This is an optimization exercise on Yosys and OpenROAD, whose aim is small area, a short achievable clock period and few clock cycles, not a production implementation. In this exercise RTL edits were held to simulation tests only and were not proved equivalent to the original. Power figures rest on the tool's default switching activity, not on a simulated workload.

## JK
==> flow/design.v <==
module divider (
  input clk, rst_n,
  input start,
  input [31:0] div, dsr,
  output [31:0] q, r,
  output err,
  output done
);
  wire idle, align, iter, last, ge, skip;
  datapath dp (
    .clk(clk),
    .div(div), .dsr(dsr),
    .idle(idle), .align(align), .iter(iter),
    .q(q), .r(r), .err(err),
    .ge(ge), .last(last), .skip(skip)
  );
  controller ct (
    .clk(clk), .rst_n(rst_n), .start(start),
    .skip(skip), .last(last),
    .idle(idle), .align(align), .iter(iter), .done(done)
  );
endmodule
module controller (
  input      clk, rst_n,
  input      start,
  input      skip, last,
  output reg idle, align, iter, done
);
  always @( posedge clk )
    if( !rst_n ) begin
      idle  <= 1'b1;
      align <= 1'b0;
      iter  <= 1'b0;
      done  <= 1'b0;
    end
    else begin
      idle  <= (idle && !start) || done;
      align <= idle && start;
      iter  <= (align && !skip) || (iter && !last);
      done  <= (align && skip) || (iter && last);
    end
endmodule
module datapath (
  input             clk,
  input      [31:0] div, dsr,
  input             idle, align, iter,
  output reg [31:0] q, r,
  output reg        err,
  output            ge, last, skip
);
  reg [31:0] d;       
  reg  [4:0] k;       
  reg  [4:0] m;       
  reg  [1:0] kdl;     
  reg        kdb;     
  wire [4:0] msb_div, msb_dsr;
  msb32 mdiv ( .x(div), .y(msb_div) );
  msb32 mdsr ( .x(dsr), .y(msb_dsr) );
  wire dsr_zero = ( dsr == 32'd0 );
  wire [5:0] kd;
  sub5 ksub ( .a(k), .b(m), .y(kd) );
  assign skip = err || kd[5];
  wire [31:0] sh0, sh1, sh2, sh3, sh4;
  shl_stage #( .S(1),  .FILL(1'b1) ) st0 ( .x(d),   .s(kdl[0]), .y(sh0) );
  shl_stage #( .S(2),  .FILL(1'b0) ) st1 ( .x(sh0), .s(kdl[1] ^ kdb), .y(sh1) );
  shl_stage #( .S(4),  .FILL(1'b1) ) st2 ( .x(sh1), .s(kd[2]), .y(sh2) );
  shl_stage #( .S(8),  .FILL(1'b0) ) st3 ( .x(sh2), .s(kd[3]), .y(sh3) );
  shl_stage #( .S(16), .FILL(1'b1) ) st4 ( .x(sh3), .s(kd[4]), .y(sh4) );
  wire r_load = idle || ( align && err );
  wire [31:0] gl [0:5];    
  wire [31:0] pl [0:5];
  genvar lv, bi;
  generate
    for( bi = 0; bi < 32; bi = bi + 1 ) begin : pg
      ks_pg0e #( .CARRY_IN( bi == 0 ), .FORCE( bi == 31 ) ) c (
        .r(r[bi]), .d(d[bi]), .en(iter), .f(r_load), .gn(gl[0][bi]), .pn(pl[0][bi]) );
    end
    for( lv = 0; lv < 5; lv = lv + 1 ) begin : ks
      for( bi = 0; bi < 32; bi = bi + 1 ) begin : bt
        if( bi >= (1 << lv) && ( bi < (2 << lv) || lv == 4 ) ) begin : gonly
          if( lv % 2 == 1 ) begin : pn
            ks_pn_g c ( .gh(gl[lv][bi]), .ph(pl[lv][bi]), .gl(gl[lv][bi - (1 << lv)]),
                        .g(gl[lv+1][bi]) );
          end
          else begin : np
            ks_np_g c ( .gh(gl[lv][bi]), .ph(pl[lv][bi]), .gl(gl[lv][bi - (1 << lv)]),
                        .g(gl[lv+1][bi]) );
          end
          assign pl[lv+1][bi] = 1'b0;
        end
        else if( bi >= (1 << lv) ) begin : comb
          if( lv % 2 == 1 ) begin : pn
            ks_pn c ( .gh(gl[lv][bi]), .ph(pl[lv][bi]),
                      .gl(gl[lv][bi - (1 << lv)]), .pl(pl[lv][bi - (1 << lv)]),
                      .g(gl[lv+1][bi]), .p(pl[lv+1][bi]) );
          end
          else begin : np
            ks_np c ( .gh(gl[lv][bi]), .ph(pl[lv][bi]),
                      .gl(gl[lv][bi - (1 << lv)]), .pl(pl[lv][bi - (1 << lv)]),
                      .g(gl[lv+1][bi]), .p(pl[lv+1][bi]) );
          end
        end
        else begin : pass
          assign gl[lv+1][bi] = !gl[lv][bi];
          assign pl[lv+1][bi] = 1'b0;
        end
      end
    end
  endgenerate
  wire [32:0] cy = {gl[5], 1'b1};
  wire [31:1] diff_h;
  xor_late #( .W(31) ) dx ( .x(~( r[31:1] ^ d[31:1] )), .c(cy[31:1]), .y(diff_h) );
  wire [31:0] diff = {diff_h, r[0] ^ d[0]};
  assign ge = cy[32];
  assign last = ( k == m );
  wire [31:0] d_next;
  sel_late #( .W(32) ) dsel ( .s(align), .an(sh4), .b(idle ? dsr : {1'b0, d[31:1]}), .y(d_next) );
  always @( posedge clk )
    d <= d_next;
  always @( posedge clk ) begin
    if( ge )
      r <= idle ? div : ( iter ? diff : 32'd0 );
  end
  always @( posedge clk ) begin
    if( idle ) begin
      k   <= msb_div;
      kdl <= {msb_div[1] ^ msb_dsr[1], msb_div[0] ^ msb_dsr[0]};
      kdb <= !msb_div[0] && msb_dsr[0];
      m   <= msb_dsr;
      q   <= 32'd0;
      err <= dsr_zero;
    end
    else if( iter ) begin
      q <= {q[30:0], ge};
      k <= k - 5'd1;
    end
  end
endmodule
module ks_pn (
  input  gh, ph, gl, pl,
  output g, p
);
  assign g = !( gh || ( ph && gl ) );
  assign p = !( ph && pl );
endmodule
module ks_pn_g (
  input  gh, ph, gl,
  output g
);
  assign g = !( gh || ( ph && gl ) );
endmodule
module ks_np_g (
  input  gh, ph, gl,
  output g
);
  assign g = !( gh && ( ph || gl ) );
endmodule
module ks_np (
  input  gh, ph, gl, pl,
  output g, p
);
  assign g = !( gh && ( ph || gl ) );
  assign p = !( ph || pl );
endmodule
module ks_pg0e #( parameter CARRY_IN = 0, parameter FORCE = 0 ) (
  input  r, d, en, f,
  output gn, pn
);
  wire g = CARRY_IN ? ( r || !d ) : ( r && !d );
  assign gn = !( ( g && en ) || ( FORCE && f ) );
  assign pn = CARRY_IN ? 1'b1 : ( !r && d );
endmodule
module ks_pg0 #( parameter CARRY_IN = 0 ) (
  input  r, d,
  output gn, pn
);
  assign gn = CARRY_IN ? ( !r && d ) : !( r && !d );
  assign pn = CARRY_IN ? 1'b1 : ( !r && d );
endmodule
module sub5 (
  input  [4:0] a, b,
  output [5:0] y
);
  wire [4:0] gl [0:3];    
  wire [4:0] pl [0:3];
  genvar lv, bi;
  generate
    for( bi = 0; bi < 5; bi = bi + 1 ) begin : pg
      ks_pg0 #( .CARRY_IN( bi == 0 ) ) c ( .r(a[bi]), .d(b[bi]), .gn(gl[0][bi]), .pn(pl[0][bi]) );
    end
    for( lv = 0; lv < 3; lv = lv + 1 ) begin : ks
      for( bi = 0; bi < 5; bi = bi + 1 ) begin : bt
        if( bi >= (1 << lv) ) begin : comb
          if( lv % 2 == 1 ) begin : pn
            ks_pn c ( .gh(gl[lv][bi]), .ph(pl[lv][bi]),
                      .gl(gl[lv][bi - (1 << lv)]), .pl(pl[lv][bi - (1 << lv)]),
                      .g(gl[lv+1][bi]), .p(pl[lv+1][bi]) );
          end
          else begin : np
            ks_np c ( .gh(gl[lv][bi]), .ph(pl[lv][bi]),
                      .gl(gl[lv][bi - (1 << lv)]), .pl(pl[lv][bi - (1 << lv)]),
                      .g(gl[lv+1][bi]), .p(pl[lv+1][bi]) );
          end
        end
        else begin : pass
          assign gl[lv+1][bi] = !gl[lv][bi];
          assign pl[lv+1][bi] = 1'b0;
        end
      end
    end
  endgenerate
  wire [5:0] cy = {gl[3], 1'b1};
  wire [4:1] yl;
  xor_late #( .W(4) ) yx ( .x(~( a[4:1] ^ b[4:1] )), .c(cy[4:1]), .y(yl) );
  assign y = {!cy[5], yl, a[0] ^ b[0]};
endmodule
module shl_stage #( parameter S = 1, parameter FILL = 1'b1 ) (
  input  [31:0] x,
  input         s,
  output [31:0] y
);
  assign y = s ? {~x[31-S:0], {S{FILL}}} : ~x;
endmodule
module msb32 (
  input  [31:0] x,
  output [4:0]  y
);
  function [4:0] msb;
    input [31:0] x;
    reg   [31:0] t, oh;
    integer i, b;
    begin
      t = x;
      for( i = 1; i < 32; i = i * 2 )
        t = t | ( t >> i );
      oh = t & ~( t >> 1 );
      for( b = 0; b < 5; b = b + 1 ) begin
        msb[b] = 1'b0;
        for( i = 0; i < 32; i = i + 1 )
          if( i & ( 1 << b ) )
            msb[b] = msb[b] | oh[i];
      end
    end
  endfunction
  assign y = msb(x);
endmodule
module xor_late #( parameter W = 1 ) (
  input  [W-1:0] x, c,
  output [W-1:0] y
);
  assign y = x ^ c;
endmodule
module sel_late #( parameter W = 1 ) (
  input          s,
  input  [W-1:0] an, b,
  output [W-1:0] y
);
  assign y = s ? ~an : b;
endmodule
Settings: LEC_CHECK=0, CAP_MARGIN=20, CORE_MARGIN=2, CORE_UTILIZATION=60, GPL_ROUTABILITY_DRIVEN=0, SETUP_SLACK_MARGIN=1.6, SLEW_MARGIN=20, SYNTH_HIERARCHICAL=1; clock period 4.0 ns.
standard.sh (not shown) runs the stock make flow with config.mk's settings and CLKGATE_MAP_FILE= SYNTH_SCRIPT=/design/flow/synth_recipe.tcl, a recipe that flattens the netlist after the stock synthesis.
==> flow/flow/run.sh <==
#!/bin/bash
# The standard layout, with the port buffers that ORFS inserts before global
# placement made as sky130_fd_sc_hd__buf_1 cells rather than the default
# delay buffers; timing repair still resizes them where a path needs it.
set -euo pipefail
bash standard.sh 'BUFFER_PORTS_ARGS=-buffer_cell sky130_fd_sc_hd__buf_1' finish > standard_flow.log 2>&1
Testbench counts of JK, summed over its fixed seeds: cycles 12,149.
Here is what was changed in the inputs of MS compared with JK.
diff --git a/flow/design.v b/flow/design.v
--- a/flow/design.v
+++ b/flow/design.v
@@ -22,21 +22,21 @@
 endmodule
 module controller (
   input      clk, rst_n,
   input      start,
   input      skip, last,
-  output reg idle, align, iter, done
-);
+  output     idle,
+  output reg align, iter, done
+);
+  assign idle = !(align || iter || done);
   always @( posedge clk )
     if( !rst_n ) begin
-      idle  <= 1'b1;
       align <= 1'b0;
       iter  <= 1'b0;
       done  <= 1'b0;
     end
     else begin
-      idle  <= (idle && !start) || done;
       align <= idle && start;
       iter  <= (align && !skip) || (iter && !last);
       done  <= (align && skip) || (iter && last);
     end
 endmodule
Results
- Compared MS against JK; number of cells after detailed placement within noise.
- The sum of buffers and inverters on the critical path reported for MS is greater than that of JK by 1.
- [MS] power consumption rose about 50% relative to JK
- Of MS and JK, the lower global-route wire length before repair belongs to JK.
- Changes observed in MS relative to JK: post-route cell area fell by 1.1%; worst setup slack rose by 27 ps; layout clock buffer count rose by 2.
- Compared with JK, MS shows a via total after detailed routing that is about 0.75% lower.
- Timing, DRC, antenna: 0 failures across MS and JK
- Of MS and JK, MS shows the higher slew at the pin closest to its max-slew limit, with JK below it.
Testbench counts of MS, summed over its fixed seeds: cycles 12,149.

==> afterwards: timing with drivers on the ports <==
The flow's constraints put no driver on any port. The routed layouts listed below were extracted and timed again, unchanged, in two steps. Step 1 assumes that a clkbuf_16 drives the clock port and a buf_2 every other input. Step 2 adds t to the input delays and takes it off the output delays; t is the mean of the earliest and latest rising clock arrival at the registers after step 1. Input paths then give back, and output paths get back, about the clock's delay inside the block. Three values: ideal, step 1, step 2; two values: the first two.
| run | t, ns | setup WS [ns] | worst setup path at the end | worst slew at a driven data input, ns |
|---|---|---|---|---|
| JK | 0.470 | 1.631 / 1.631 / 1.198 | input to register | 0.06 |
| MS | 0.467 | 1.658 / 1.661 / 1.208 | input to register | 0.06 |
After both steps every run listed still meets setup and hold. For MS, which loses most, drivers alone change the setup slack by +0.003 ns; drivers and shift together by -0.450 ns.
